Context: an optimization exercise on an open-source flow, tuned for small area. The choices shown serve that exercise and are no tape-out recipe.
In this exercise RTL edits were held to simulation tests only and were not proved equivalent to the original.
Power and IR drop assume default switching activity.

**constraint.sdc**
```tcl
create_clock -name core_clock -period 6.5 [get_ports {clk}]
set_input_delay 1.3000 -clock core_clock [delete_from_list [all_inputs] [get_ports {clk}]]
set_output_delay 1.3000 -clock core_clock [all_outputs]
set_load 0.01 [all_outputs]
```
**run.sh**
```bash
#!/bin/bash
# synth_recipe.tcl (not shown) runs the flow's synth.tcl, then flattens the netlist and writes it again
# the make line also repeats each setting of config.mk as NAME=value (left out here)
make -C /OpenROAD-flow-scripts/flow DESIGN_CONFIG=/design/flow/config.mk WORK_HOME=/design/flow/orfs CLKGATE_MAP_FILE= SYNTH_SCRIPT=/design/flow/synth_recipe.tcl finish
```
**design.v**
```verilog
module INTC
(
    input   wire            clk,
    input   wire            rst_n,
    output  wire[31:0]      data_out,
    input   wire[62:0]      set_in,      
    input   wire[62:0]      en_in,       
    input   wire            reset_in,
    output  wire[30:0]      intc_int_en
);
    wire[63:0]  res_with_set, res_with_set_t, res, res_t;
    wire[63:0]  sr_o;
    wire[63:0]  reset_en;
    wire[5:0]   data_in;
    wire[5:0]   dec_o[63:0];
    assign intc_int_en = ~(res_with_set[62:32] | sr_o[62:32]); 
    reg[5:0]    data;
    assign data_out = {26'd0, data};
    always @(posedge clk, negedge rst_n) begin
        if (!rst_n) data <= 6'b111111;
        else begin
            data <= data_in;
        end
    end
    assign sr_o[63] = 1'b1;
    assign res_with_set_t[0] = set_in[0] | sr_o[0];
    assign res_with_set_t[1] = set_in[1] | sr_o[1] | res_with_set_t[0];
    assign res_with_set_t[2] = set_in[2] | sr_o[2];
    assign res_with_set_t[3] = set_in[3] | sr_o[3] | res_with_set_t[1] | res_with_set_t[2];
    assign res_with_set_t[4] = set_in[4] | sr_o[4];
    assign res_with_set_t[5] = set_in[5] | sr_o[5] | res_with_set_t[4];
    assign res_with_set_t[6] = set_in[6] | sr_o[6];
    assign res_with_set_t[7] = set_in[7] | sr_o[7] | res_with_set_t[3] | res_with_set_t[5] | res_with_set_t[6];
    assign res_with_set_t[8] = set_in[8] | sr_o[8];
    assign res_with_set_t[9] = set_in[9] | sr_o[9] | res_with_set_t[8];
    assign res_with_set_t[10] = set_in[10] | sr_o[10];
    assign res_with_set_t[11] = set_in[11] | sr_o[11] | res_with_set_t[9] | res_with_set_t[10];
    assign res_with_set_t[12] = set_in[12] | sr_o[12];
    assign res_with_set_t[13] = set_in[13] | sr_o[13] | res_with_set_t[12];
    assign res_with_set_t[14] = set_in[14] | sr_o[14];
    assign res_with_set_t[15] = set_in[15] | sr_o[15] | res_with_set_t[7] | res_with_set_t[11] | res_with_set_t[13] | res_with_set_t[14];
    assign res_with_set_t[16] = set_in[16] | sr_o[16];
    assign res_with_set_t[17] = set_in[17] | sr_o[17] | res_with_set_t[16];
    assign res_with_set_t[18] = set_in[18] | sr_o[18];
    assign res_with_set_t[19] = set_in[19] | sr_o[19] | res_with_set_t[17] | res_with_set_t[18];
    assign res_with_set_t[20] = set_in[20] | sr_o[20];
    assign res_with_set_t[21] = set_in[21] | sr_o[21] | res_with_set_t[20];
    assign res_with_set_t[22] = set_in[22] | sr_o[22];
    assign res_with_set_t[23] = set_in[23] | sr_o[23] | res_with_set_t[19] | res_with_set_t[21] | res_with_set_t[22];
    assign res_with_set_t[24] = set_in[24] | sr_o[24];
    assign res_with_set_t[25] = set_in[25] | sr_o[25] | res_with_set_t[24];
    assign res_with_set_t[26] = set_in[26] | sr_o[26];
    assign res_with_set_t[27] = set_in[27] | sr_o[27] | res_with_set_t[25] | res_with_set_t[26];
    assign res_with_set_t[28] = set_in[28] | sr_o[28];
    assign res_with_set_t[29] = set_in[29] | sr_o[29] | res_with_set_t[28];
    assign res_with_set_t[30] = set_in[30] | sr_o[30];
    assign res_with_set_t[31] = set_in[31] | sr_o[31] | res_with_set_t[15] | res_with_set_t[23] | res_with_set_t[27] | res_with_set_t[29] | res_with_set_t[30];
    assign res_with_set_t[32] = set_in[32] | sr_o[32];
    assign res_with_set_t[33] = set_in[33] | sr_o[33] | res_with_set_t[32];
    assign res_with_set_t[34] = set_in[34] | sr_o[34];
    assign res_with_set_t[35] = set_in[35] | sr_o[35] | res_with_set_t[33] | res_with_set_t[34];
    assign res_with_set_t[36] = set_in[36] | sr_o[36];
    assign res_with_set_t[37] = set_in[37] | sr_o[37] | res_with_set_t[36];
    assign res_with_set_t[38] = set_in[38] | sr_o[38];
    assign res_with_set_t[39] = set_in[39] | sr_o[39] | res_with_set_t[35] | res_with_set_t[37] | res_with_set_t[38];
    assign res_with_set_t[40] = set_in[40] | sr_o[40];
    assign res_with_set_t[41] = set_in[41] | sr_o[41] | res_with_set_t[40];
    assign res_with_set_t[42] = set_in[42] | sr_o[42];
    assign res_with_set_t[43] = set_in[43] | sr_o[43] | res_with_set_t[41] | res_with_set_t[42];
    assign res_with_set_t[44] = set_in[44] | sr_o[44];
    assign res_with_set_t[45] = set_in[45] | sr_o[45] | res_with_set_t[44];
    assign res_with_set_t[46] = set_in[46] | sr_o[46];
    assign res_with_set_t[47] = set_in[47] | sr_o[47] | res_with_set_t[39] | res_with_set_t[43] | res_with_set_t[45] | res_with_set_t[46];
    assign res_with_set_t[48] = set_in[48] | sr_o[48];
    assign res_with_set_t[49] = set_in[49] | sr_o[49] | res_with_set_t[48];
    assign res_with_set_t[50] = set_in[50] | sr_o[50];
    assign res_with_set_t[51] = set_in[51] | sr_o[51] | res_with_set_t[49] | res_with_set_t[50];
    assign res_with_set_t[52] = set_in[52] | sr_o[52];
    assign res_with_set_t[53] = set_in[53] | sr_o[53] | res_with_set_t[52];
    assign res_with_set_t[54] = set_in[54] | sr_o[54];
    assign res_with_set_t[55] = set_in[55] | sr_o[55] | res_with_set_t[51] | res_with_set_t[53] | res_with_set_t[54];
    assign res_with_set_t[56] = set_in[56] | sr_o[56];
    assign res_with_set_t[57] = set_in[57] | sr_o[57] | res_with_set_t[56];
    assign res_with_set_t[58] = set_in[58] | sr_o[58];
    assign res_with_set_t[59] = set_in[59] | sr_o[59] | res_with_set_t[57] | res_with_set_t[58];
    assign res_with_set_t[60] = set_in[60] | sr_o[60];
    assign res_with_set_t[61] = set_in[61] | sr_o[61] | res_with_set_t[60];
    assign res_with_set_t[62] = set_in[62] | sr_o[62];
    assign res_with_set_t[63] = 1'b1;
    assign res_with_set[0] = 1'b0;
    assign res_with_set[1] = res_with_set_t[0];
    assign res_with_set[2] = res_with_set_t[1];
    assign res_with_set[3] = res_with_set_t[2] | res_with_set_t[1];
    assign res_with_set[4] = res_with_set_t[3];
    assign res_with_set[5] = res_with_set_t[4] | res_with_set_t[3];
    assign res_with_set[6] = res_with_set_t[5] | res_with_set_t[3];
    assign res_with_set[7] = res_with_set_t[6] | res_with_set_t[5] | res_with_set_t[3];
    assign res_with_set[8] = res_with_set_t[7];
    assign res_with_set[9] = res_with_set_t[8] | res_with_set_t[7];
    assign res_with_set[10] = res_with_set_t[9] | res_with_set_t[7];
    assign res_with_set[11] = res_with_set_t[10] | res_with_set_t[9] | res_with_set_t[7];
    assign res_with_set[12] = res_with_set_t[11] | res_with_set_t[7];
    assign res_with_set[13] = res_with_set_t[12] | res_with_set_t[11] | res_with_set_t[7];
    assign res_with_set[14] = res_with_set_t[13] | res_with_set_t[11] | res_with_set_t[7];
    assign res_with_set[15] = res_with_set_t[14] | res_with_set_t[13] | res_with_set_t[11] | res_with_set_t[7];
    assign res_with_set[16] = res_with_set_t[15];
    assign res_with_set[17] = res_with_set_t[16] | res_with_set_t[15];
    assign res_with_set[18] = res_with_set_t[17] | res_with_set_t[15];
    assign res_with_set[19] = res_with_set_t[18] | res_with_set_t[17] | res_with_set_t[15];
    assign res_with_set[20] = res_with_set_t[19] | res_with_set_t[15];
    assign res_with_set[21] = res_with_set_t[20] | res_with_set_t[19] | res_with_set_t[15];
    assign res_with_set[22] = res_with_set_t[21] | res_with_set_t[19] | res_with_set_t[15];
    assign res_with_set[23] = res_with_set_t[22] | res_with_set_t[21] | res_with_set_t[19] | res_with_set_t[15];
    assign res_with_set[24] = res_with_set_t[23] | res_with_set_t[15];
    assign res_with_set[25] = res_with_set_t[24] | res_with_set_t[23] | res_with_set_t[15];
    assign res_with_set[26] = res_with_set_t[25] | res_with_set_t[23] | res_with_set_t[15];
    assign res_with_set[27] = res_with_set_t[26] | res_with_set_t[25] | res_with_set_t[23] | res_with_set_t[15];
    assign res_with_set[28] = res_with_set_t[27] | res_with_set_t[23] | res_with_set_t[15];
    assign res_with_set[29] = res_with_set_t[28] | res_with_set_t[27] | res_with_set_t[23] | res_with_set_t[15];
    assign res_with_set[30] = res_with_set_t[29] | res_with_set_t[27] | res_with_set_t[23] | res_with_set_t[15];
    assign res_with_set[31] = res_with_set_t[30] | res_with_set_t[29] | res_with_set_t[27] | res_with_set_t[23] | res_with_set_t[15];
    assign res_with_set[32] = res_with_set_t[31];
    assign res_with_set[33] = res_with_set_t[32] | res_with_set_t[31];
    assign res_with_set[34] = res_with_set_t[33] | res_with_set_t[31];
    assign res_with_set[35] = res_with_set_t[34] | res_with_set_t[33] | res_with_set_t[31];
    assign res_with_set[36] = res_with_set_t[35] | res_with_set_t[31];
    assign res_with_set[37] = res_with_set_t[36] | res_with_set_t[35] | res_with_set_t[31];
    assign res_with_set[38] = res_with_set_t[37] | res_with_set_t[35] | res_with_set_t[31];
    assign res_with_set[39] = res_with_set_t[38] | res_with_set_t[37] | res_with_set_t[35] | res_with_set_t[31];
    assign res_with_set[40] = res_with_set_t[39] | res_with_set_t[31];
    assign res_with_set[41] = res_with_set_t[40] | res_with_set_t[39] | res_with_set_t[31];
    assign res_with_set[42] = res_with_set_t[41] | res_with_set_t[39] | res_with_set_t[31];
    assign res_with_set[43] = res_with_set_t[42] | res_with_set_t[41] | res_with_set_t[39] | res_with_set_t[31];
    assign res_with_set[44] = res_with_set_t[43] | res_with_set_t[39] | res_with_set_t[31];
    assign res_with_set[45] = res_with_set_t[44] | res_with_set_t[43] | res_with_set_t[39] | res_with_set_t[31];
    assign res_with_set[46] = res_with_set_t[45] | res_with_set_t[43] | res_with_set_t[39] | res_with_set_t[31];
    assign res_with_set[47] = res_with_set_t[46] | res_with_set_t[45] | res_with_set_t[43] | res_with_set_t[39] | res_with_set_t[31];
    assign res_with_set[48] = res_with_set_t[47] | res_with_set_t[31];
    assign res_with_set[49] = res_with_set_t[48] | res_with_set_t[47] | res_with_set_t[31];
    assign res_with_set[50] = res_with_set_t[49] | res_with_set_t[47] | res_with_set_t[31];
    assign res_with_set[51] = res_with_set_t[50] | res_with_set_t[49] | res_with_set_t[47] | res_with_set_t[31];
    assign res_with_set[52] = res_with_set_t[51] | res_with_set_t[47] | res_with_set_t[31];
    assign res_with_set[53] = res_with_set_t[52] | res_with_set_t[51] | res_with_set_t[47] | res_with_set_t[31];
    assign res_with_set[54] = res_with_set_t[53] | res_with_set_t[51] | res_with_set_t[47] | res_with_set_t[31];
    assign res_with_set[55] = res_with_set_t[54] | res_with_set_t[53] | res_with_set_t[51] | res_with_set_t[47] | res_with_set_t[31];
    assign res_with_set[56] = res_with_set_t[55] | res_with_set_t[47] | res_with_set_t[31];
    assign res_with_set[57] = res_with_set_t[56] | res_with_set_t[55] | res_with_set_t[47] | res_with_set_t[31];
    assign res_with_set[58] = res_with_set_t[57] | res_with_set_t[55] | res_with_set_t[47] | res_with_set_t[31];
    assign res_with_set[59] = res_with_set_t[58] | res_with_set_t[57] | res_with_set_t[55] | res_with_set_t[47] | res_with_set_t[31];
    assign res_with_set[60] = res_with_set_t[59] | res_with_set_t[55] | res_with_set_t[47] | res_with_set_t[31];
    assign res_with_set[61] = res_with_set_t[60] | res_with_set_t[59] | res_with_set_t[55] | res_with_set_t[47] | res_with_set_t[31];
    assign res_with_set[62] = res_with_set_t[61] | res_with_set_t[59] | res_with_set_t[55] | res_with_set_t[47] | res_with_set_t[31];
    assign res_with_set[63] = res_with_set_t[62] | res_with_set_t[61] | res_with_set_t[59] | res_with_set_t[55] | res_with_set_t[47] | res_with_set_t[31];
    assign res_t[0] = sr_o[0];
    assign res_t[1] = sr_o[1] | res_t[0];
    assign res_t[2] = sr_o[2];
    assign res_t[3] = sr_o[3] | res_t[1] | res_t[2];
    assign res_t[4] = sr_o[4];
    assign res_t[5] = sr_o[5] | res_t[4];
    assign res_t[6] = sr_o[6];
    assign res_t[7] = sr_o[7] | res_t[3] | res_t[5] | res_t[6];
    assign res_t[8] = sr_o[8];
    assign res_t[9] = sr_o[9] | res_t[8];
    assign res_t[10] = sr_o[10];
    assign res_t[11] = sr_o[11] | res_t[9] | res_t[10];
    assign res_t[12] = sr_o[12];
    assign res_t[13] = sr_o[13] | res_t[12];
    assign res_t[14] = sr_o[14];
    assign res_t[15] = sr_o[15] | res_t[7] | res_t[11] | res_t[13] | res_t[14];
    assign res_t[16] = sr_o[16];
    assign res_t[17] = sr_o[17] | res_t[16];
    assign res_t[18] = sr_o[18];
    assign res_t[19] = sr_o[19] | res_t[17] | res_t[18];
    assign res_t[20] = sr_o[20];
    assign res_t[21] = sr_o[21] | res_t[20];
    assign res_t[22] = sr_o[22];
    assign res_t[23] = sr_o[23] | res_t[19] | res_t[21] | res_t[22];
    assign res_t[24] = sr_o[24];
    assign res_t[25] = sr_o[25] | res_t[24];
    assign res_t[26] = sr_o[26];
    assign res_t[27] = sr_o[27] | res_t[25] | res_t[26];
    assign res_t[28] = sr_o[28];
    assign res_t[29] = sr_o[29] | res_t[28];
    assign res_t[30] = sr_o[30];
    assign res_t[31] = sr_o[31] | res_t[15] | res_t[23] | res_t[27] | res_t[29] | res_t[30];
    assign res_t[32] = sr_o[32];
    assign res_t[33] = sr_o[33] | res_t[32];
    assign res_t[34] = sr_o[34];
    assign res_t[35] = sr_o[35] | res_t[33] | res_t[34];
    assign res_t[36] = sr_o[36];
    assign res_t[37] = sr_o[37] | res_t[36];
    assign res_t[38] = sr_o[38];
    assign res_t[39] = sr_o[39] | res_t[35] | res_t[37] | res_t[38];
    assign res_t[40] = sr_o[40];
    assign res_t[41] = sr_o[41] | res_t[40];
    assign res_t[42] = sr_o[42];
    assign res_t[43] = sr_o[43] | res_t[41] | res_t[42];
    assign res_t[44] = sr_o[44];
    assign res_t[45] = sr_o[45] | res_t[44];
    assign res_t[46] = sr_o[46];
    assign res_t[47] = sr_o[47] | res_t[39] | res_t[43] | res_t[45] | res_t[46];
    assign res_t[48] = sr_o[48];
    assign res_t[49] = sr_o[49] | res_t[48];
    assign res_t[50] = sr_o[50];
    assign res_t[51] = sr_o[51] | res_t[49] | res_t[50];
    assign res_t[52] = sr_o[52];
    assign res_t[53] = sr_o[53] | res_t[52];
    assign res_t[54] = sr_o[54];
    assign res_t[55] = sr_o[55] | res_t[51] | res_t[53] | res_t[54];
    assign res_t[56] = sr_o[56];
    assign res_t[57] = sr_o[57] | res_t[56];
    assign res_t[58] = sr_o[58];
    assign res_t[59] = sr_o[59] | res_t[57] | res_t[58];
    assign res_t[60] = sr_o[60];
    assign res_t[61] = sr_o[61] | res_t[60];
    assign res_t[62] = sr_o[62];
    assign res_t[63] = 1'b1;
    assign res[0] = 1'b0;
    assign res[1] = res_t[0];
    assign res[2] = res_t[1];
    assign res[3] = res_t[2] | res_t[1];
    assign res[4] = res_t[3];
    assign res[5] = res_t[4] | res_t[3];
    assign res[6] = res_t[5] | res_t[3];
    assign res[7] = res_t[6] | res_t[5] | res_t[3];
    assign res[8] = res_t[7];
    assign res[9] = res_t[8] | res_t[7];
    assign res[10] = res_t[9] | res_t[7];
    assign res[11] = res_t[10] | res_t[9] | res_t[7];
    assign res[12] = res_t[11] | res_t[7];
    assign res[13] = res_t[12] | res_t[11] | res_t[7];
    assign res[14] = res_t[13] | res_t[11] | res_t[7];
    assign res[15] = res_t[14] | res_t[13] | res_t[11] | res_t[7];
    assign res[16] = res_t[15];
    assign res[17] = res_t[16] | res_t[15];
    assign res[18] = res_t[17] | res_t[15];
    assign res[19] = res_t[18] | res_t[17] | res_t[15];
    assign res[20] = res_t[19] | res_t[15];
    assign res[21] = res_t[20] | res_t[19] | res_t[15];
    assign res[22] = res_t[21] | res_t[19] | res_t[15];
    assign res[23] = res_t[22] | res_t[21] | res_t[19] | res_t[15];
    assign res[24] = res_t[23] | res_t[15];
    assign res[25] = res_t[24] | res_t[23] | res_t[15];
    assign res[26] = res_t[25] | res_t[23] | res_t[15];
    assign res[27] = res_t[26] | res_t[25] | res_t[23] | res_t[15];
    assign res[28] = res_t[27] | res_t[23] | res_t[15];
    assign res[29] = res_t[28] | res_t[27] | res_t[23] | res_t[15];
    assign res[30] = res_t[29] | res_t[27] | res_t[23] | res_t[15];
    assign res[31] = res_t[30] | res_t[29] | res_t[27] | res_t[23] | res_t[15];
    assign res[32] = res_t[31];
    assign res[33] = res_t[32] | res_t[31];
    assign res[34] = res_t[33] | res_t[31];
    assign res[35] = res_t[34] | res_t[33] | res_t[31];
    assign res[36] = res_t[35] | res_t[31];
    assign res[37] = res_t[36] | res_t[35] | res_t[31];
    assign res[38] = res_t[37] | res_t[35] | res_t[31];
    assign res[39] = res_t[38] | res_t[37] | res_t[35] | res_t[31];
    assign res[40] = res_t[39] | res_t[31];
    assign res[41] = res_t[40] | res_t[39] | res_t[31];
    assign res[42] = res_t[41] | res_t[39] | res_t[31];
    assign res[43] = res_t[42] | res_t[41] | res_t[39] | res_t[31];
    assign res[44] = res_t[43] | res_t[39] | res_t[31];
    assign res[45] = res_t[44] | res_t[43] | res_t[39] | res_t[31];
    assign res[46] = res_t[45] | res_t[43] | res_t[39] | res_t[31];
    assign res[47] = res_t[46] | res_t[45] | res_t[43] | res_t[39] | res_t[31];
    assign res[48] = res_t[47] | res_t[31];
    assign res[49] = res_t[48] | res_t[47] | res_t[31];
    assign res[50] = res_t[49] | res_t[47] | res_t[31];
    assign res[51] = res_t[50] | res_t[49] | res_t[47] | res_t[31];
    assign res[52] = res_t[51] | res_t[47] | res_t[31];
    assign res[53] = res_t[52] | res_t[51] | res_t[47] | res_t[31];
    assign res[54] = res_t[53] | res_t[51] | res_t[47] | res_t[31];
    assign res[55] = res_t[54] | res_t[53] | res_t[51] | res_t[47] | res_t[31];
    assign res[56] = res_t[55] | res_t[47] | res_t[31];
    assign res[57] = res_t[56] | res_t[55] | res_t[47] | res_t[31];
    assign res[58] = res_t[57] | res_t[55] | res_t[47] | res_t[31];
    assign res[59] = res_t[58] | res_t[57] | res_t[55] | res_t[47] | res_t[31];
    assign res[60] = res_t[59] | res_t[55] | res_t[47] | res_t[31];
    assign res[61] = res_t[60] | res_t[59] | res_t[55] | res_t[47] | res_t[31];
    assign res[62] = res_t[61] | res_t[59] | res_t[55] | res_t[47] | res_t[31];
    assign res[63] = res_t[62] | res_t[61] | res_t[59] | res_t[55] | res_t[47] | res_t[31];
    genvar i;
    generate
        for (i = 0 ; i < 63; i = i + 1) begin : sr_gen
            SR sr_i(
                .clk(clk),
                .rst_n(rst_n),
                .set_in(set_in[i]),
                .en(en_in[i] & !res_with_set[i]),
                .reset_in(reset_in & reset_en[i]),
                .data(sr_o[i])
            );
        end
    endgenerate
    generate
        for (i = 0; i < 63; i = i + 1) begin : dec_gen
            INTController_Decoder_Unit
            #(
                .coef(i)
            )
            dec (
                .en_in(sr_o[i]),
                .prefix_or_in(res[i]),
                .reset_out(reset_en[i]),
                .data_out(dec_o[i])
            );
        end
    endgenerate
    INTController_Decoder_Unit
    #(
        .coef(63)
    )
    dec63 (
        .en_in(1'b1),
        .prefix_or_in(res[63]),
        .reset_out(reset_en[63]),
        .data_out(dec_o[63])
    );
    integer k;
    reg[5:0]    data_in_or;
    always @(*) begin
        data_in_or = 6'd0;
        for (k = 0; k < 64; k = k + 1) data_in_or = data_in_or | dec_o[k];
    end
    assign data_in = data_in_or;
endmodule
module INTController_Decoder_Unit
#(
    parameter coef = 0
)
(
    input   wire        en_in,
    input   wire        prefix_or_in,
    output  wire        reset_out,
    output  wire[5:0]   data_out
);
    assign data_out = (prefix_or_in ? 6'd0 : (en_in ? coef[5:0] : 6'd0));
    assign reset_out = (prefix_or_in ? 1'b0 : (en_in ? 1'b1 : 1'b0));
endmodule
module SR  
(
    input   wire    clk,
    input   wire    rst_n,
    input   wire    set_in,
    input   wire    en,
    input   wire    reset_in,
    output  reg     data
);
    always @(posedge clk, negedge rst_n) begin
        if (!rst_n) data <= 1'b0;
        else if (reset_in) data <= 1'b0;
        else if (en && set_in) data <= 1'b1;
        else data <= data;
    end
endmodule
```
**config.mk**
```make
export PLATFORM = sky130hd
export DESIGN_NAME = INTC
export DESIGN_NICKNAME = INTC
export VERILOG_FILES = /design/flow/design.v
export SDC_FILE = /design/flow/constraint.sdc
export NUM_CORES = 4
export LEC_CHECK = 0
export CAP_MARGIN = 20
export CORE_AREA = 5 5 145 145
export DIE_AREA = 0 0 150 150
export SLEW_MARGIN = 20
```
==> metrics.md, run 1 <==
| Metric | Value |
|---|---|
| Core area | `0.0194 mm^2` |
| CTS tree | `yes` |
| Synth async-reset ratio | `100%` |
| Clock power frac | `37.0%` |
| Most frequent cells after synthesis | `64 x nand2_1, 63 x dfrtp_1, 61 x nor2_1` |
| Status | `no timing/DRC/antenna violations` |
| Wirelength per Cell | `17.1 um` |
| CP startpoint kind | `input port` |
| RSZ-0062 raised after global routing | `false` |
| # Post-CTS Setup Buffers | `0` |
| Power density cells | `198 mW/mm^2` |
| Leakage | `2.89 nW` |
| Post-Synth Simple-Gate Area | `35.8%` |
| Nets | `891` |
| Setup TNS Final | `0 ps` |
| # DRC | `0` |
| Post-Synthesis Cells | `590` |
| Synth unique cells | `63` |
| Syn Area/Cell | `8.04 um^2` |
| Share of the synthesized area in the top cell type | `33.2%` |
| Die height | `150 um` |
| Num CTS Buffers | `9` |
| DP Cell Count | `1016` |
| Post-route minimum period | `6180 ps` |
| Ys flop type | `dfrtp_1` |
| WS Path Type | `input port to primary output` |
| Largest net degree at the start of global routing | `70` |
| Layout Utilization | `35.8%` |
| Max H-tree Level | `3` |
| Detail Route Antenna Nets | `0` |
| Synth Register Bits | `69` |
| # clock sinks | `69` |
| Hold Buf Count CTS | `0` |
| Psw | `0.413 mW` |
| Number of hold violations in the final report | `0` |
| Clock Tree Root | `clkbuf_16` |
| First-pass GRT wire length | `27600 um` |
| Gr ovfl total | `0` |
| Number of antenna violations at the first check in global routing | `0` |
| Post-synth EDFFs | `0` |
| Via Count | `5224` |
| Rows | `51` |
| Top cells by area, synth | `dfrtp_1 33%, o21ai_0 5.8%, nand2_1 5.1%` |
| Min-delay worst type | `register to register` |
| Register area share after synthesis | `36.6%` |
| Final Cycle Share | `95.1%` |
| Synth Area in Compound Gates | `19.7%` |
| Crit Path Max Fanout | `7` |
| Net Sw Frac | `30.0%` |
| Worst slew pin tran | `945 ps` |
| Mux contribution to synthesized area | `0.211%` |
| Synth Area in XOR/XNOR | `0%` |
| Post-route cell area | `0.00695 mm^2` |
| Crit end category | `primary output` |
| Via-to-Cell Ratio | `5.06` |
| Combinational fraction of design power | `27.1%` |
| DR iter-0 viols | `292` |
| Max_slew headroom | `37.0%` |
| Mapped cell area | `0.00474 mm^2` |
| Largest family of logic cells by synthesized area | `simple AND/OR/NAND/NOR gates` |
| DRT Pass-1 Iters | `5` |
| Clk_skew | `4.46 ps` |
| Area leader, netlist | `dfrtp_1` |
| ANT cells | `0` |
| Skew-Pair Late Insertion Delay | `340 ps` |
| Final wirelength | `17600 um` |
| Die W | `150 um` |
| Slew Limit Fails | `0` |
| Largest vdd supply drop | `0.114 mV` |
| Die area | `0.0225 mm^2` |
| Final Non-Filler Cells | `1032` |
| Critical Path RT | `5200 ps` |
| Placed inst area | `0.00665 mm^2` |
| Clock-pin slew on the worst setup and hold paths | `60 ps` |
| Number of global-route vias before repair | `5265` |
| Area share of fa/ha/maj cells after synthesis | `0%` |
| Fmax | `0.162 GHz` |
| Internal | `0.963 mW` |
| Seq pwr share | `35.8%` |
| Cts repair resizes | `0` |
| Port bufs | `165` |
| GPL Wtd Cong | `0.824` |
| DP Wirelength | `14000 um` |
| Most common cell in the synthesized netlist | `nand2_1` |
| Num ports | `192` |
| GRT Overall Usage | `15.4%` |
| CP arrival | `4880 ps` |
| Initial Util | `24.4%` |
| Setup violators final | `0` |
| Max-cap violations | `0` |
| Share of cells above drive strength 1 | `7.04%` |
| Synth Warn # | `2` |
| Synthesis-to-finish area growth | `46.5%` |
| Clock Path Buffers | `2` |
[cell type report]
| class | count | area [um^2] |
|---|---|---|
| clock buffers | 15 | 268 |
| inverters | 25 | 93.8 |
| flip-flops and latches | 69 | 1730 |
| multi-input cells | 479 | 2750 |
| fillers | 2069 | 12500 |
| well taps | 265 | 332 |
| clock inverters | 1 | 30.0 |
| repair buffers | 178 | 1740 |
[per-stage QoR]
step	hold WS (ps)	power, mW	setup WS (ps)
floorplan	488	0.678	1340
global placement	521	0.871	243
detailed placement	530	0.874	217
CTS	545	1.39	196
global route	587	1.44	103
finish	545	1.38	316
[metal layers]
| layer | global-route usage [%] | vias to the layer above | wire, um |
|---|---|---|---|
| li1 | - | 2531 | - |
| met1 | 20.8 | 2484 | 8090 |
| met2 | 24.4 | 185 | 7920 |
| met3 | 3.33 | 24 | 1250 |
| met4 | 5.44 | 0 | 354 |
| met5 | 0 | - | 0 |
[layout by cell type (no fill, tap or decap), types with 18 or more instances in the layout]
cell type | synthesis | layout
clkdlybuf4s50_1 | 0 | 164
nand2_1 | 64 | 64
dfrtp_1 | 63 | 63
nor2_1 | 61 | 61
o21ai_0 | 55 | 55
nor3_1 | 34 | 34
nor4_1 | 28 | 28
nand3_1 | 27 | 27
conb_1 | 1 | 26
inv_1 | 25 | 25
o31ai_1 | 20 | 20
nand4_1 | 18 | 18
[state kept, by name, indices dropped and copies added, names as in the netlist]
name and count:
data 6, sr_gen.sr_i.data 63
[final timing paths]
| kind | depth (start not counted) | start | slack [ps] | end |
|---|---|---|---|---|
| worst max-delay path | 8 | set_in[37] | 320 | intc_int_en[24] |
| worst min-delay path | 2 | sr_gen[15].sr_i.data | 550 | sr_gen[15].sr_i.data |
| worst max register to register | 6 | sr_gen[10].sr_i.data | 3120 | sr_gen[44].sr_i.data |
| worst min register to register | 2 | sr_gen[15].sr_i.data | 550 | sr_gen[15].sr_i.data |
| max in group asynchronous | 2 | rst_n | 4700 | sr_gen[56].sr_i.data |
| min in group asynchronous | 2 | rst_n | 1190 | sr_gen[26].sr_i.data |
[worst max-delay path, stage by stage]
cell             delay (ps)
clkdlybuf4s50_1         450
or3_4                   410
or4b_2                  660
or4_1                   490
or4_4                   500
or2_1                   300
nor3_1                  180
clkdlybuf4s50_1         590
[cells by family after synthesis]
family / after synthesis
buffers and inverters: 67
DFF: 69
other: 1
AOI/OAI and AO/OA: 141
muxes: 1
and+or+nand+nor: 311
[power groups by stage]
stage               sequential (mW)  combinational [mW]  clock, mW
finish                        0.493               0.373      0.509
global route                  0.495               0.404      0.540
CTS                           0.493               0.375      0.520
detailed placement            0.501               0.373          0
global placement              0.501               0.370          0
floorplan                     0.498               0.180          0
==> run 2, diff against run 1 <==
==> design.v (replaced) <==
module INTC
(
    input   wire            clk,
    input   wire            rst_n,
    output  wire[31:0]      data_out,
    input   wire[62:0]      set_in,
    input   wire[62:0]      en_in,
    input   wire            reset_in,
    output  wire[30:0]      intc_int_en
);
    reg  [62:0] lat;
    reg  [5:0]  data;
    wire [62:0] p = set_in | lat;
    reg  [63:0] b, a;
    integer i;
    always @(*) begin
        b[0] = 1'b0;
        a[0] = 1'b0;
        for (i = 0; i < 63; i = i + 1) begin
            b[i+1] = b[i] | p[i];
            a[i+1] = a[i] | lat[i];
        end
    end
    reg  [5:0] cur;
    always @(*) begin
        cur = 6'd63;
        for (i = 62; i >= 0; i = i - 1)
            if (lat[i]) cur = i[5:0];
    end
    wire [62:0] clr = {63{reset_in}} & lat & ~a[62:0];
    wire [62:0] nxt = ~clr & (lat | (set_in & en_in & ~b[62:0]));
    always @(posedge clk, negedge rst_n) begin
        if (!rst_n) begin
            lat  <= 63'd0;
            data <= 6'b111111;
        end else begin
            lat  <= nxt;
            data <= cur;
        end
    end
    assign data_out = {26'd0, data};
    assign intc_int_en = ~(b[62:32] | lat[62:32]);
endmodule
==> metrics.md, run 2 <==
| Metric | Value |
|---|---|
| Status | `no timing/DRC/antenna violations` |
| Detail Route Antenna Nets | `0 (unchanged)` |
| Synth unique cells | `49 (-22%)` |
| CP arrival | `5100 ps (+220 ps)` |
| Met2 usage | `22.4% (-2.1 points)` |
| Syn Area/Cell | `7.89 um^2 (-1.9%)` |
| Synth async-reset ratio | `100% (unchanged)` |
| Synth Area in Compound Gates | `20.0% (+0.32 points)` |
| Crit Path Max Fanout | `9 (+2)` |
| Seq pwr share | `37.0% (+1.2 points)` |
| Pwr Total | `1.34 mW (-2.6%)` |
| Hold wc startpoint | `lat[61]` |
| Worst slew pin tran | `926 ps (-18.8 ps)` |
| CTS tree | `yes` |
| Internal | `0.957 mW (-0.59%)` |
| CP startpoint kind | `input port` |
| Initial Util | `23.8% (-0.62 points)` |
| Die area | `0.0225 mm^2 (unchanged)` |
| Share of cells above drive strength 1 | `6.32% (-0.72 points)` |
| Layout Utilization | `35.0% (-0.82 points)` |
| Skew-Pair Late Insertion Delay | `340 ps (about the same)` |
| Number of hold violations in the final report | `0 (unchanged)` |
| Critical Path RT | `5200 ps (about the same)` |
| Largest reg by FF count | `lat` |
| Synthesis-to-finish area growth | `46.9%` |
| GRT Overall Usage | `15.0% (-0.42 points)` |
| Worst Reg-to-Reg Cells | `7 (+1)` |
| Core area | `0.0194 mm^2 (unchanged)` |
| Share of the synthesized area in the top cell type | `34.1% (+0.86 points)` |
| DR iter-0 viols | `297 (+1.7%)` |
| Via-to-Cell Ratio | `4.99 (-1.4%)` |
| Most frequent cells in the layout | `163 x clkdlybuf4s50_1, 68 x nor2_1, 66 x nand2_1` |
| Largest vdd supply drop | `0.130 mV (+13%)` |
| First-pass GRT wire length | `26500 um (-3.9%)` |
| Via Count | `5110 (-2.2%)` |
| Met1 usage | `20.4% (-0.41 points)` |
| Max reg flops | `63 (unchanged)` |
| FF-to-FF End | `lat[52]` |
| DP Wirelength | `13700 um (-2.3%)` |
| Regs by FF count | `lat (63), data (6)` |
| DRT Pass-1 Iters | `5 (unchanged)` |
| Largest net degree at the start of global routing | `70 (unchanged)` |
| Largest family of logic cells by synthesized area | `simple AND/OR/NAND/NOR gates` |
| Post-route minimum period | `6400 ps (+215 ps)` |
| Crit end category | `primary output` |
| Register area share after synthesis | `37.5% (+0.95 points)` |
| Final wirelength | `17100 um (-3.0%)` |
| Met3 usage | `4.48% (+1.2 points)` |
| ANT cells | `0 (unchanged)` |
| Area share of fa/ha/maj cells after synthesis | `0% (unchanged)` |
| Setup violators final | `0 (unchanged)` |
| Gr ovfl total | `0 (unchanged)` |
| Min-delay worst type | `register to register` |
| Combinational fraction of design power | `24.1% (-3.0 points)` |
| Setup TNS Final | `0 ps (unchanged)` |
| Clock power frac | `38.9% (+1.9 points)` |
| Placed inst area | `0.00647 mm^2 (-2.6%)` |
| Max_slew headroom | `38.3% (+1.3 points)` |
| Busiest grt layer | `met2` |
| Hold WS | `537 ps (-7.99 ps)` |
| Post-route cell area | `0.00679 mm^2 (-2.3%)` |
| # DRC | `0 (unchanged)` |
| Synth Warn # | `1 (-1)` |
| Port bufs | `165 (unchanged)` |
| Num CTS Buffers | `9 (unchanged)` |
| Nets | `883 (-0.90%)` |
| Reg-to-reg setup timing slack | `2820 ps (-300 ps)` |
| Area leader, netlist | `dfrtp_1` |
| Die height | `150 um (unchanged)` |
| Mapped cell area | `0.00462 mm^2 (-2.5%)` |
| # clock sinks | `69 (unchanged)` |
| Clock-pin slew on the worst setup and hold paths | `60 ps (about the same)` |
| Number of antenna violations at the first check in global routing | `1 (+1)` |
| Num ports | `192 (unchanged)` |
| Mux contribution to synthesized area | `0% (-0.21 points)` |
| Rows | `51 (unchanged)` |
| WS Path Type | `input port to primary output` |
| Clk_skew | `11.0 ps (+6.51 ps)` |
| Commonest non-fill, non-tap cell in the layout | `clkdlybuf4s50_1` |
| Slew Limit Fails | `0 (unchanged)` |
| Clock Path Buffers | `2 (unchanged)` |
| Hold Buf Count CTS | `0 (unchanged)` |
| Final Cycle Share | `98.5% (+3.3 points)` |
| Die W | `150 um (unchanged)` |
| Most frequent cells after synthesis | `68 x nor2_1, 66 x nand2_1, 64 x o21ai_0` |
| Post-Synthesis Cells | `586 (-0.68%)` |
| Synth Area in XOR/XNOR | `0% (unchanged)` |
| Hold Crit Depth | `2 (unchanged)` |
| Fmax | `0.156 GHz (-3.4%)` |
| Wirelength per Cell | `16.7 um (-2.3%)` |
| Reg-to-Reg Start | `lat[14]` |
| Power density cells | `197 mW/mm^2 (-0.28%)` |
| Max H-tree Level | `3 (unchanged)` |
| Clock Tree Root | `clkbuf_16` |
| Most common cell in the synthesized netlist | `nor2_1` |
| GPL Wtd Cong | `0.792 (-3.8%)` |
| Synth Register Bits | `69 (unchanged)` |
| RSZ-0062 raised after global routing | `false` |
| Top cells by area, synth | `dfrtp_1 34%, o21ai_0 6.9%, nor2_1 5.5%` |
| Psw | `0.383 mW (-7.2%)` |
| Max-cap violations | `0 (unchanged)` |
| Ys flop type | `dfrtp_1` |
| Leakage | `2.77 nW (-4.1%)` |
| Post-synth EDFFs | `0 (unchanged)` |
| Worst hold path endpoint | `lat[61]` |
| Number of global-route vias before repair | `5096 (-3.2%)` |
| Net Sw Frac | `28.6% (-1.4 points)` |
| Post-Synth Simple-Gate Area | `34.7% (-1.2 points)` |
==> run 2: changes by cell type in the layout (fill, tap and decap cells not counted), moves of 5 or more <==
cell	before	now
o21ai_0	55	64
nor2_1	61	68
a31oi_1	14	8
inv_1	25	19
a32o_1	4	9
o31ai_1	20	25
==> run 2: layout make-up <==
| class | count | area (um^2) |
|---|---|---|
| flip-flops and latches | 69 | 1730 |
| multi-input cells | 481 | 2630 |
| fillers | 2054 | 12600 |
| well taps | 265 | 332 |
| repair buffers | 174 | 1720 |
| clock inverters | 5 | 75.1 |
| clock buffers | 11 | 233 |
| inverters | 19 | 71.3 |
==> run 2: how the worst max path moves through the flow <==
stage / slack [ps] / cells after the start / from / to
global route: 4 / 8 / set_in[15] / intc_int_en[22]
CTS: 50 / 8 / set_in[15] / intc_int_en[23]
floorplan: 950 / 8 / set_in[15] / intc_int_en[20]
global placement: 110 / 8 / set_in[15] / intc_int_en[22]
finish: 100 / 8 / set_in[15] / intc_int_en[22]
detailed placement: 60 / 8 / set_in[15] / intc_int_en[23]
==> run 2: routing by layer <==
layer  routed length (um)  up-vias
met2                 7390      190
li1                     -     2498
met5                   13        -
met4                  466        2
met1                 7810     2383
met3                 1410       37
==> run 2: per-stage QoR <==
step	setup slack, ps	std cells
global placement	114	1007
finish	100	1024
CTS	53.1	1023
floorplan	946	611
global route	3.75	1024
detailed placement	62.5	1007
==> run 2: cells by family (layout without fill, tap and decap cells) <==
| group | Yosys count | in the layout |
|---|---|---|
| other | 1 | 26 |
| buffers and inverters | 61 | 209 |
| AND/OR/NAND/NOR | 312 | 312 |
| AO/OA/AOI/OAI | 143 | 143 |
| flip-flops | 69 | 69 |
==> run 2: worst max-delay path, cell delays in order <==
cell,delay [ps]
clkdlybuf4s50_1,420
or4_4,510
or4_4,540
or4_4,560
or4_4,510
or4_4,510
nor3_1,170
clkdlybuf4s50_1,570
==> run 2: power by group through the flow <==
stage	Clock, mW	Sequential, mW	Combinational, mW
3_3_place_gp	0	0.504	0.323
5_1_grt	0.552	0.500	0.358
2_1_floorplan	0	0.499	0.148
3_5_place_dp	0	0.503	0.324
4_1_cts	0.535	0.496	0.325
6_report	0.521	0.495	0.324
==> run 2: what timing repair did <==
| item | 4_1_cts | 5_1_grt |
|---|---|---|
| buffers inserted | 0 | 1 |
| gates resized for setup | 0 | 1 |
| setup endpoints to repair | 0 | 3 |
==> run 3, diff against run 2 <==
==> flow/run.sh (new file) <==
#!/bin/bash
# Standard layout with smaller port buffers and a lighter clock tree.
set -euo pipefail
export BUFFER_PORTS_ARGS="-buffer_cell sky130_fd_sc_hd__buf_1"
export CTS_ARGS="-sink_clustering_enable -repair_clock_nets -buf_list sky130_fd_sc_hd__clkbuf_4 -dont_use_dummy_load"
bash standard.sh > standard.log 2>&1
==> standard.sh (new file) <==
#!/bin/bash
# synth_recipe.tcl (not shown) runs the flow's synth.tcl, then flattens the netlist and writes it again
# the make line also repeats each setting of config.mk as NAME=value (left out here)
make -C /OpenROAD-flow-scripts/flow DESIGN_CONFIG=/design/flow/config.mk WORK_HOME=/design/flow/orfs CLKGATE_MAP_FILE= SYNTH_SCRIPT=/design/flow/synth_recipe.tcl "${@:-finish}"
--- a/config.mk
+++ b/config.mk
@@ -8,4 +8,5 @@
 export CAP_MARGIN = 20
-export CORE_AREA = 5 5 145 145
-export DIE_AREA = 0 0 150 150
+export CORE_AREA = 3 3 87 87
+export DIE_AREA = 0 0 90 90
+export PLACE_DENSITY = 0.8
 export SLEW_MARGIN = 20
removed: run.sh
==> metrics.md, run 3 <==
| Metric | Value |
|---|---|
| Commonest non-fill, non-tap cell in the layout | `buf_1` |
| Largest vdd supply drop | `0.149 mV (+15%)` |
| Final Non-Filler Cells | `838 (-18%)` |
| Max_slew headroom | `40.7% (+2.4 points)` |
| Num CTS Buffers | `9 (unchanged)` |
| Top cells by area, synth | `dfrtp_1 34%, o21ai_0 6.9%, nor2_1 5.5%` |
| Syn Area/Cell | `7.89 um^2 (unchanged)` |
| Number of global-route vias before repair | `4707 (-7.6%)` |
| # DRC | `0 (unchanged)` |
| Number of hold violations in the final report | `0 (unchanged)` |
| Power density cells | `180 mW/mm^2 (-9.0%)` |
| Max-cap violations | `0 (unchanged)` |
| Largest reg by FF count | `lat` |
| ANT cells | `0 (unchanged)` |
| Clock power frac | `21.2% (-18 points)` |
| Most frequent cells in the layout | `164 x buf_1, 68 x nor2_1, 66 x nand2_1` |
| Largest net degree at the start of global routing | `70 (unchanged)` |
| Psw | `0.329 mW (-14%)` |
| Synth unique cells | `49 (unchanged)` |
| Most frequent cells after synthesis | `68 x nor2_1, 66 x nand2_1, 64 x o21ai_0` |
| Via-to-Cell Ratio | `6.21 (+25%)` |
| DR iter-0 viols | `479 (+61%)` |
| Nets | `876 (-0.79%)` |
| CTS tree | `yes` |
| Ys flop type | `dfrtp_1` |
| Leakage | `2.17 nW (-22%)` |
| Synth Warn # | `1 (unchanged)` |
| Skew-Pair Late Insertion Delay | `430 ps (+90 ps)` |
| Synth Register Bits | `69 (unchanged)` |
| Clock Path Buffers | `2 (unchanged)` |
| Clock-pin slew on the worst setup and hold paths | `110 ps (+50 ps)` |
| Synth async-reset ratio | `100% (unchanged)` |
| Num ports | `192 (unchanged)` |
| # clock sinks | `69 (unchanged)` |
| Crit end category | `primary output` |
| Post-synth EDFFs | `0 (unchanged)` |
| Filler cell count | `529 (-74%)` |
| Status | `no timing/DRC/antenna violations` |
| Die W | `90 um (-40%)` |
| Max reg flops | `63 (unchanged)` |
| Critical Path RT | `5200 ps (about the same)` |
| Rows | `29 (-43%)` |
| CP arrival | `4570 ps (-530 ps)` |
| Detail Route Antenna Nets | `0 (unchanged)` |
| Sequential Area | `0.00173 mm^2 (unchanged)` |
| Share of cells above drive strength 1 | `4.83% (-1.5 points)` |
| Final Cycle Share | `90.3% (-8.2 points)` |
| Crit Path Max Fanout | `9 (unchanged)` |
| Mapped cell area | `0.00462 mm^2 (unchanged)` |
| Clk_skew | `34.6 ps (+23.6 ps)` |
| DP Cell Count | `829 (-18%)` |
| DP Wirelength | `10700 um (-22%)` |
| Min-delay worst type | `register to register` |
| Worst slew pin tran | `882 ps (-44.3 ps)` |
| Hold Buf Count CTS | `0 (unchanged)` |
| Final wirelength | `13800 um (-19%)` |
| Via Count | `5208 (+1.9%)` |
| Die height | `90 um (-40%)` |
| Area of the multi-input gates | `0.00263 mm^2 (unchanged)` |
| GRT Overall Usage | `33.1% (+18 points)` |
| Register area share after synthesis | `37.5% (unchanged)` |
| Internal | `0.614 mW (-36%)` |
| Most common cell in the synthesized netlist | `nor2_1` |
| Net Sw Frac | `34.9% (+6.3 points)` |
| First-pass GRT wire length | `22300 um (-16%)` |
| Core area | `0.00660 mm^2 (-66%)` |
| WS Path Type | `input port to primary output` |
| # Post-CTS Setup Buffers | `0 (unchanged)` |
| DRT Pass-1 Iters | `6 (+1)` |
| Regs by FF count | `lat (63), data (6)` |
| Port bufs | `165 (unchanged)` |
| Setup violators final | `0 (unchanged)` |
| Gr ovfl total | `0 (unchanged)` |
| Wirelength per Cell | `16.5 um (-1.4%)` |
| Initial Util | `70.0% (+46 points)` |
| Seq pwr share | `52.2% (+15 points)` |
| Combinational fraction of design power | `26.5% (+2.4 points)` |
| Fmax | `0.170 GHz (+9.1%)` |
| Area leader, netlist | `dfrtp_1` |
| Die area | `0.00810 mm^2 (-64%)` |
| Max H-tree Level | `3 (unchanged)` |
| Cts repair resizes | `0 (unchanged)` |
| Slew Limit Fails | `0 (unchanged)` |
| Synthesis-to-finish area growth | `13.6%` |
| Clock Tree Root | `clkbuf_4` |
| GPL Wtd Cong | `0.987 (+25%)` |
| Share of the synthesized area in the top cell type | `34.1% (unchanged)` |
| Number of antenna violations at the first check in global routing | `0 (-1)` |
| Post-route minimum period | `5870 ps (-532 ps)` |
| CP startpoint kind | `input port` |
| Post-Synthesis Cells | `586 (unchanged)` |
| Setup TNS Final | `0 ps (unchanged)` |
| RSZ-0062 raised after global routing | `false` |
## run 3: final timing paths
check | start | end | slack, ps | depth (start not counted)
setup reg to reg | lat[14] | lat[52] | 2770 | 6
setup / recovery | set_in[15] | intc_int_en[23] | 630 | 8
hold / removal | lat[61] | lat[61] | 560 | 2
hold reg to reg | lat[61] | lat[61] | 560 | 2
max in group asynchronous | rst_n | lat[53] | 4820 | 2
min in group asynchronous | rst_n | lat[4] | 1050 | 2
## run 3: layout make-up
| type | count | share of cell area [%] |
|---|---|---|
| multi-input combinational | 481 | 50.0 |
| sequential | 69 | 33.0 |
| timing repair buffer | 167 | 12.1 |
| tap | 93 | 2.22 |
| inverter | 19 | 1.36 |
| clock buffer | 9 | 1.29 |
## run 3: critical path: stages
cell and delay [ps]:
buf_1 110, or4_4 520, or4_4 550, or4_4 610, or4_4 520, or4_4 510, nor3_1 220, buf_1 220
## run 3: routing by layer
metal / share of wire, % / track usage, %
met1: 40 / 46.3
met2: 46 / 51.1
met3: 12 / 8.43
met4: 2.6 / 9.44
met5: 0 / 0
## run 3: per-stage QoR
stage | power [mW] | instance area [um^2] | hold slack, ps | setup slack [ps] | util [%]
2_1_floorplan | 0.648 | 4720 | 485 | 946 | -
3_5_place_dp | 0.743 | 5180 | 528 | 737 | 78.5
3_3_place_gp | 0.733 | 5180 | 521 | 856 | 78.5
6_report | 0.943 | 5250 | 558 | 632 | 79.5
4_1_cts | 0.937 | 5250 | 552 | 734 | 79.5
5_1_grt | 0.993 | 5250 | 593 | 540 | 79.5
## run 3: logic make-up (layout without fill, tap and decap cells)
group,after synthesis,in the layout,share of synthesized area (%)
and+or+nand+nor,312,312,34.7
other,1,26,0.0811
AOI/OAI and AO/OA,143,143,20.0
DFF,69,69,37.5
buffers and inverters,61,195,7.69
## run 3: power by group through the flow
stage | Clock, mW | Combinational (mW) | Sequential [mW]
global route | 0.219 | 0.277 | 0.497
detailed placement | 0 | 0.243 | 0.500
global placement | 0 | 0.235 | 0.498
finish | 0.200 | 0.250 | 0.493
CTS | 0.201 | 0.245 | 0.491
floorplan | 0 | 0.148 | 0.499

## re-timing with driven ports
The results above use ideal ports. As a check the final layouts listed here were re-extracted and re-timed, cells and wires unchanged. Step 1, drivers: a clkbuf_16 drives clk and a buf_2 each remaining input, both assumed. Step 2 times the ports against the registers' clock, not the clock port: input delays grow and output delays shrink by t, the midpoint of the rising clock arrivals with the driver on. Three values: ideal, step 1, step 2; two values: the first two.
run | t, ns | setup WS [ns] | worst setup path at the end | clock arrival spread, ns | cell pins on the clock port's net
run 1 | 0.382 | 0.316 / 0.288 / 0.288 | input to output | 0.004 / 0.005 | 1
run 2 | 0.378 | 0.100 / 0.068 / 0.068 | input to output | 0.011 / 0.011 | 1
run 3 | 0.443 | 0.632 / 0.609 / 0.609 | input to output | 0.035 / 0.035 | 1
After both steps every run listed still meets setup and hold. For run 2, which loses most, drivers alone change the setup slack by -0.032 ns; drivers and shift together by -0.032 ns.
